What follows belongs to an exercise in optimizing a design on an open flow for small area; a production flow would make more cautious choices.
Where RTL was checked, it was by simulation tests only, not by an equivalence proof against the original.
No activity file was given, so power comes from the tool's default toggle rates.

== job 4045 ==
## Top_Student
module Top_Student (
    input clk,
    input [4:0] btn,
    input [15:0] sw,
    output [7:0] JB,
    output VGA_Hsync,
    output VGA_Vsync,
    output [11:0] VGA_RGB,
    output [13:0] led,
    output [7:0] seg,
    output [3:0] an,
    output reg [1:0] current_main_mode
);
Size: ~610 flip-flops, ~72 I/O pins.
==> flow/config.mk <==
export PLATFORM = sky130hd
export DESIGN_NAME = Top_Student
export DESIGN_NICKNAME = Top_Student
export VERILOG_FILES = /design/flow/design.v
export SDC_FILE = /design/flow/constraint.sdc
export NUM_CORES = 4
export LEC_CHECK = 0
export CAP_MARGIN = 20
export CORE_MARGIN = 2
export CORE_UTILIZATION = 65
export CTS_CLUSTER_DIAMETER = 80
export CTS_CLUSTER_SIZE = 30
export PLACE_DENSITY = 0.8
export SLEW_MARGIN = 20
export SYNTH_MEMORY_MAX_BITS = 32768
==> flow/constraint.sdc <==
create_clock -name core_clock -period 12.0 [get_ports {clk}]
set_input_delay 2.4000 -clock core_clock [delete_from_list [all_inputs] [get_ports {clk}]]
set_output_delay 2.4000 -clock core_clock [all_outputs]
set_load 0.01 [all_outputs]
standard.sh (not shown) runs the stock make flow with config.mk's settings and CLKGATE_MAP_FILE= SYNTH_SCRIPT=/design/flow/synth_recipe.tcl, a recipe that flattens the netlist after the stock synthesis.
==> flow/flow/run.sh <==
#!/bin/bash
# The standard layout (the standard.sh, every step unchanged), with each
# port's buffer made from the smallest buffer cell (buf_1) instead of the
# default clkdlybuf4s50_1. All of the flow's output goes to standard.log;
# ORFS writes each step's own log under orfs/logs/.
set -e
export BUFFER_PORTS_ARGS="-buffer_cell sky130_fd_sc_hd__buf_1"
bash standard.sh > standard.log 2>&1
### job 4045 -> job 7505
Settings: CORE_UTILIZATION now 50, was 65; PLACE_DENSITY now 0.65, was 0.8; CTS_BUF_LIST now sky130_fd_sc_hd__clkbuf_8 sky130_fd_sc_hd__clkbuf_16, previously not set.
==> results.txt <==
- met1 usage down 9.5 points in job 7505 wrt job 4045
- Compared with job 4045, job 7505 shows a higher post-layout total power.
- From job 4045 to job 7505 the numbers moved as follows: routed wire length fell 4.3%; clock power share rose 2.2 points; met3 routing resource usage after global routing fell 0.71 points; required time at the endpoint of the critical path about even.
[inputs] job 3691 vs job 7505
Settings: CTS_BUF_LIST removed (was sky130_fd_sc_hd__clkbuf_8 sky130_fd_sc_hd__clkbuf_16); PLACE_DENSITY changed from 0.65 to 0.4; CORE_UTILIZATION changed from 50 to 30.
==> flow/run.sh (new file) <==
#!/bin/bash
# synth_recipe.tcl (not shown) runs the flow's synth.tcl, then flattens the netlist and writes it again
# the make line also repeats each setting of config.mk as NAME=value (left out here)
make -C /OpenROAD-flow-scripts/flow DESIGN_CONFIG=/design/flow/config.mk WORK_HOME=/design/flow/orfs CLKGATE_MAP_FILE= SYNTH_SCRIPT=/design/flow/synth_recipe.tcl finish
removed: flow/flow/run.sh
removed: flow/standard.sh
--- outcome ---
Taking job 7505 as the reference, in job 3691 number of filler instances in the final layout increased 4408, flip-flop and latch area essentially unchanged, worst setup slack decreased 0.30 ns, maximum clock frequency decreased about 3%.
No stage failed in job 3691, and the final checks on the layout all came back clean.
The final period demand of the worst path reported for job 3691 is greater than that of job 7505 by 0.30 ns.

========
Another version of the RTL of Top_Student (not shown whole).
Size in the first run: about 3100 cells after synthesis, ~610 flip-flops, about 72 I/O pins, roughly 28000 sq um of cells after synthesis.
Design Top_Student, start of the top module:
module Top_Student (
    input clk,
    input [4:0] btn,
    input [15:0] sw,
    output [7:0] JB,
    output VGA_Hsync,
    output VGA_Vsync,
    output [11:0] VGA_RGB,
    output [13:0] led,
    output [7:0] seg,
    output [3:0] an,
    output reg [1:0] current_main_mode
);
    wire reset = ~sw[15];
    localparam [5:0] CH_EQ = 6'd32, CH_E = 6'd33, CH_A = 6'd34, CH_L = 6'd35,
                     CH_U = 6'd36, CH_T = 6'd37, CH_O = 6'd38, CH_R = 6'd39,
                     CH_G = 6'd40, CH_P = 6'd41, CH_H = 6'd42, CH_ARROW = 6'd43,
                     CH_BLANK = 6'd63;
    reg [1:0] ph;
    reg [9:0] hc, vc;
    reg       hs_r, vs_r;
    always @(posedge clk or posedge reset) begin
        if (reset) begin
            ph   <= 2'd0;
            hc   <= 10'd0;
            vc   <= 10'd0;
            hs_r <= 1'b0;
            vs_r <= 1'b0;
        end else begin
            ph <= ph + 2'd1;
            if (ph == 2'd0) begin
                if (hc == 10'd799) begin
                    hc <= 10'd0;
                    vc <= (vc == 10'd524) ? 10'd0 : vc + 10'd1;
                end else begin
                    hc <= hc + 10'd1;
                end
            end
            hs_r <= (hc >= 10'd656) && (hc <= 10'd751);
            vs_r <= (vc >= 10'd513) && (vc <= 10'd514);
        end
    end
    wire ph0 = (ph == 2'd0);
    wire ph1 = (ph == 2'd1);
    wire ph2 = (ph == 2'd2);
    wire ph3 = (ph == 2'd3);
    assign VGA_Hsync = hs_r;
    assign VGA_Vsync = vs_r;
    wire video_on = (hc < 10'd640) && (vc < 10'd480);
    reg [4:0] bsync, bout, bprev;
    reg [9:0] bcnt [0:4];
    integer i;
    always @(posedge clk) begin
        bprev <= bout;
        if (reset) begin
            bsync <= 5'd0;
            bout  <= 5'd0;
            for (i = 0; i < 5; i = i + 1)
                bcnt[i] <= 10'd940;
        end else begin
            bsync <= btn;
            for (i = 0; i < 5; i = i + 1) begin
                bout[i] <= (bcnt[i] == 10'd940) & bsync[i];
                if (bcnt[i] == 10'd940) begin
                    if (bsync[i])
                        bcnt[i] <= 10'd1;
                end else if (~bsync[i]) begin
                    bcnt[i] <= {bcnt[i][8:0], bcnt[i][9] ^ bcnt[i][6]};
                end
            end
        end
    end
    reg req, tgt, sel;
  ...
clock: 12.0 ns
lec_check: 0
cap_margin: 20
core_margin: 2
core_utilization: 30
cts_cluster_diameter: 50
cts_cluster_size: 40
place_density: 0.4
slew_margin: 20
synth_memory_max_bits: 32768
run.sh (not shown) runs the stock make flow with config.mk's settings and CLKGATE_MAP_FILE= SYNTH_SCRIPT=/design/flow/synth_recipe.tcl, a recipe that flattens the netlist after the stock synthesis.
Stock flow here: none of the scripts above is used.
The baseline produced a clean layout.
Change:
CTS_CLUSTER_DIAMETER = 80   (was 50)
CTS_CLUSTER_SIZE = 30   (was 40)
Outcome: The changed run went through all stages and came out clean; routed wire length decreases by 0.47%; critical path depth stays the same; via count drops by 1.0%; sequential share of layout area came out higher by 1.6 points; worst setup slack improves by 0.028 ns; first-iteration DRC count stays flat; fmax barely changes; power shrinks by 17%.
No functional check of the RTL was part of any run of this note.

========
## oak
Top_Student with an RTL version that a note above also has.
Size: roughly 3000 cells after synthesis, roughly 610 flip-flops, about 72 I/O pins.
==> flow/config.mk <==
export PLATFORM = sky130hd
export DESIGN_NAME = Top_Student
export DESIGN_NICKNAME = Top_Student
export VERILOG_FILES = /design/flow/design.v
export SDC_FILE = /design/flow/constraint.sdc
export NUM_CORES = 4
export LEC_CHECK = 0
export CAP_MARGIN = 20
export CORE_MARGIN = 2
export CORE_UTILIZATION = 50
export CTS_BUF_LIST = sky130_fd_sc_hd__clkbuf_8
export CTS_CLUSTER_DIAMETER = 50
export CTS_CLUSTER_SIZE = 18
export PLACE_DENSITY = 0.65
export SLEW_MARGIN = 20
export SYNTH_MEMORY_MAX_BITS = 32768
==> flow/constraint.sdc <==
create_clock -name core_clock -period 12.0 [get_ports {clk}]
set_input_delay 2.4000 -clock core_clock [delete_from_list [all_inputs] [get_ports {clk}]]
set_output_delay 2.4000 -clock core_clock [all_outputs]
set_load 0.01 [all_outputs]
standard.sh (not shown) runs the stock make flow with config.mk's settings and CLKGATE_MAP_FILE= SYNTH_SCRIPT=/design/flow/synth_recipe.tcl, a recipe that flattens the netlist after the stock synthesis.
==> flow/flow/run.sh <==
#!/bin/bash
# The standard layout (the standard.sh, every step unchanged), with each
# port's buffer made from the smallest buffer cell (buf_1) instead of the
# default clkdlybuf4s50_1. All of the flow's output goes to standard.log;
# ORFS writes each step's own log under orfs/logs/.
set -e
export BUFFER_PORTS_ARGS="-buffer_cell sky130_fd_sc_hd__buf_1"
bash standard.sh > standard.log 2>&1
#### Input delta (pine over oak)
Settings: changing CORE_UTILIZATION from 50 to 30; changing CTS_CLUSTER_DIAMETER from 50 to 90; changing PLACE_DENSITY from 0.65 to 0.4; removing CTS_BUF_LIST (formerly sky130_fd_sc_hd__clkbuf_8); changing CTS_CLUSTER_SIZE from 18 to 35.
==> flow/run.sh (new file) <==
#!/bin/bash
# synth_recipe.tcl (not shown) runs the flow's synth.tcl, then flattens the netlist and writes it again
# the make line also repeats each setting of config.mk as NAME=value (left out here)
make -C /OpenROAD-flow-scripts/flow DESIGN_CONFIG=/design/flow/config.mk WORK_HOME=/design/flow/orfs CLKGATE_MAP_FILE= SYNTH_SCRIPT=/design/flow/synth_recipe.tcl finish
removed: flow/flow/run.sh
removed: flow/standard.sh
Notes after the runs:
oak and pine ended up with roughly the same sequential power. Sort pine and oak by final cell count desc -> top: pine. Via count: pine vs oak down 1.5%. Higher die height goes to pine over oak. Row part of the total power dissipated in the clock network: pine higher / oak lower. Going from oak to pine, ratio of total power to cell area went down by about 0.9%, fraction of area in registers now smaller, global-route wire length before repair now sits higher, share of cells above drive strength 1 lost 0.70 points.
Here is what was changed in the inputs of birch compared with pine.
Settings: swapping 35 for 30 in CTS_CLUSTER_SIZE; putting GPL_TIMING_DRIVEN at 0 where nothing was set; swapping 90 for 80 in CTS_CLUSTER_DIAMETER.
## What came out
Compared with pine, birch shows a higher count of clock-buffer cells in the layout.
Placement-stage cell area went up by a few percent going from pine to birch.
birch vs pine: met2 track utilization from global routing up in birch
On area share of buffers outside the clock network: birch sits above pine.
On birch: violation count after the first detailed-routing iteration is 144 lower than what pine gave.
pine | status: complete | timing, DRC, antenna: pass
birch completed; timing, DRC and antenna clean
Here is what was changed in the inputs of maple compared with birch.
Settings: a change of CORE_UTILIZATION from 30 to 50; a deleted GPL_TIMING_DRIVEN that had been 0; a change of PLACE_DENSITY from 0.4 to 0.65.
Findings:
maple did not stop at any stage, and its layout met the timing, design-rule and antenna checks.
Diff birch -> maple: post-layout total power lower; final HPWL from detailed placement went down by 25%.
Vertical die dimension went down by more than 10% going from birch to maple.
Diff maple and birch: die outline width lower in maple
Net switching fraction of the power (maple over birch): decrease, 0.63 points
[maple vs birch] transition time of the tightest slew-check pin: lower in maple
Setup slack: maple more than birch
In the flow results for maple and birch, the sequential power share is larger on maple.
diff inputs: maple => cedar
Settings: setting CTS_BUF_LIST to sky130_fd_sc_hd__clkbuf_8 for the first time; changing PLACE_DENSITY from 0.65 to 0.4; changing CTS_CLUSTER_DIAMETER from 80 to 60; changing CTS_CLUSTER_SIZE from 30 to 20; changing CORE_UTILIZATION from 50 to 30; setting GPL_TIMING_DRIVEN to 0 for the first time.
Results
- cedar: flow completed, timing, DRC and antenna clean
- Compared with maple, cedar shows a higher share of cells above drive strength 1.
- The final reports for cedar and maple show total number of vias higher in the former.
- On cedar: setup slack after layout is 280 ps lower than what maple gave.
- Share of the clock period used by the worst path after layout for cedar: 2.3 points up relative to maple
- cedar: initial antenna violation count 3 above maple
- [compare] base=maple new=cedar: final area grew by about 5.4%, first-iteration DRC count shrank by 12%.
- The run showing the greater global routing met2 resource utilization is maple.
- Summary of cedar over maple: slew at the pin closest to its max-slew limit now larger, total number of H-tree levels now larger, part of the total power dissipated in the clock network now larger.

========
Starting RTL as in the previous note.
clock: 12.0 ns
lec_check: 0
cap_margin: 0
core_margin: 2
core_utilization: 50
cts_cluster_diameter: 80
cts_cluster_size: 30
place_density: 0.65
slew_margin: 0
synth_memory_max_bits: 32768
==> flow/flow/run.sh <==
#!/bin/bash
# The standard layout (the standard.sh, every step unchanged), with each
# port's buffer made from the smallest buffer cell (buf_1) instead of the
# default clkdlybuf4s50_1. All of the flow's output goes to standard.log;
# ORFS writes each step's own log under orfs/logs/.
set -e
export BUFFER_PORTS_ARGS="-buffer_cell sky130_fd_sc_hd__buf_1"
bash standard.sh > standard.log 2>&1
Change:
==> flow/run.sh (new file) <==
#!/bin/bash
# synth_recipe.tcl (not shown) runs the flow's synth.tcl, then flattens the netlist and writes it again
# the make line also repeats each setting of config.mk as NAME=value (left out here)
make -C /OpenROAD-flow-scripts/flow DESIGN_CONFIG=/design/flow/config.mk WORK_HOME=/design/flow/orfs CLKGATE_MAP_FILE= SYNTH_SCRIPT=/design/flow/synth_recipe.tcl finish
CAP_MARGIN = 20   (was 0)
CORE_UTILIZATION = 65   (was 50)
PLACE_DENSITY = 0.8   (was 0.65)
SLEW_MARGIN = 20   (was 0)
removed: flow/flow/run.sh
removed: flow/standard.sh
The new run finished clean.
Design area is about the same.
Total power is about the same.
Hold slack gets worse by 0.0094 ns.

========
## north
Starting RTL as in the previous note.
export LEC_CHECK = 0
export CAP_MARGIN = 20
export CORE_MARGIN = 2
export CORE_UTILIZATION = 50
export CTS_CLUSTER_DIAMETER = 80
export CTS_CLUSTER_SIZE = 30
export PLACE_DENSITY = 0.65
export SLEW_MARGIN = 20
export SYNTH_MEMORY_MAX_BITS = 32768
create_clock -name core_clock -period 12.0 [get_ports {clk}]
==> flow/flow/run.sh <==
#!/bin/bash
# The standard layout (the standard.sh, all steps), with each port's
# buffer made from the smallest buffer cell instead of the default one.
set -e
cp standard.sh standard_copy.sh.txt
export BUFFER_PORTS_ARGS="-buffer_cell sky130_fd_sc_hd__buf_1"
bash standard.sh > standard.log 2>&1
The following lists how south was set up differently from north:
==> flow/flow/run.sh <==
#!/bin/bash
# The standard layout (the standard.sh, every step unchanged), with each
# port's buffer made from the smallest buffer cell (buf_1) instead of the
# default clkdlybuf4s50_1. All of the flow's output goes to standard.log;
# ORFS writes each step's own log under orfs/logs/.
set -e
export BUFFER_PORTS_ARGS="-buffer_cell sky130_fd_sc_hd__buf_1"
bash standard.sh > standard.log 2>&1
Notes after the runs:
Status | south and north | clean
Between south and north, the share of power burned in combinational logic figures differ only marginally.
From south to north, share of final layout cell area taken by non-clock buffers did not move at all.
Between south and north, the difference in number of signal-net buffers in the layout is negligible.
As far as global route total overflow goes, north and south are indistinguishable; the numbers are identical.
Final standard cell count with taps included and fillers excluded: north vs south identical
~same total design power in south and north
As far as length in cells of the worst reg-to-reg path goes, north and south are indistinguishable; the numbers are identical.
The clock transition at the registers of the reported paths of north and that of south are within noise of each other.
Delay of the slowest critical-path stage: south vs north — no meaningful difference
Reported for south and north, highest clock rate turned out identical to the last digit.
Reported for south and north, switching power total turned out identical to the last digit.

-- what the ideal ports hide --
Ports are ideal in the flow. The routed layouts listed here were re-timed in OpenROAD.
Step 1, drivers: a clkbuf_16 drives clk and a buf_2 each remaining input, both assumed.
Step 2 moves the port delays by t, midway between the first and last clock arrival at a register: inputs arrive t later, outputs are due t later. That takes back most of the time a late clock gives input paths.
Slacks: no drivers / after step 1 / after step 2; pairs: no drivers / after step 1.
| run | t, ns | slack for setup (ns) | worst hold slack (ns) | slew at the worst register clock pin (ns) | worst slew at a driven data input, ns |
|---|---|---|---|---|---|
| job 4045 | 0.640 | 2.653 / 2.653 / 2.653 | 0.324 / 0.324 / 0.324 | 0.12 / 0.12 | 0.04 |
| job 7505 | 0.655 | 2.755 / 2.755 / 2.755 | 0.330 / 0.330 / 0.330 | 0.11 / 0.11 | 0.03 |
| job 3691 | 0.645 | 2.452 / 2.452 / 2.452 | 0.322 / 0.322 / 0.322 | 0.10 / 0.10 | 0.04 |
| the first run of note 2 | 0.663 | 1.870 / 1.870 / 1.870 | 0.309 / 0.309 / 0.309 | 0.08 / 0.08 | 0.05 |
| the second run of note 2 | 0.634 | 1.899 / 1.899 / 1.899 | 0.319 / 0.319 / 0.319 | 0.11 / 0.11 | 0.06 |
| oak | 0.706 | 2.727 / 2.727 / 2.727 | 0.325 / 0.325 / 0.325 | 0.11 / 0.11 | 0.03 |
| pine | 0.683 | 2.470 / 2.470 / 2.470 | 0.331 / 0.331 / 0.331 | 0.12 / 0.12 | 0.04 |
| birch | 0.624 | 2.338 / 2.338 / 2.338 | 0.294 / 0.294 / 0.294 | 0.11 / 0.11 | 0.03 |
| maple | 0.656 | 2.582 / 2.582 / 2.582 | 0.323 / 0.323 / 0.323 | 0.11 / 0.11 | 0.03 |
| cedar | 0.750 | 2.307 / 2.307 / 2.307 | 0.330 / 0.330 / 0.330 | 0.11 / 0.11 | 0.03 |
| the first run of note 4 | 0.653 | 2.747 / 2.747 / 2.747 | 0.331 / 0.331 / 0.331 | 0.11 / 0.11 | 0.03 |
| the second run of note 4 | 0.661 | 2.264 / 2.264 / 2.264 | 0.321 / 0.321 / 0.321 | 0.11 / 0.11 | 0.03 |
| north | 0.654 | 2.755 / 2.755 / 2.755 | 0.331 / 0.331 / 0.331 | 0.11 / 0.11 | 0.03 |
| south | 0.654 | 2.755 / 2.755 / 2.755 | 0.331 / 0.331 / 0.331 | 0.11 / 0.11 | 0.03 |
After both steps every run listed still meets setup and hold.
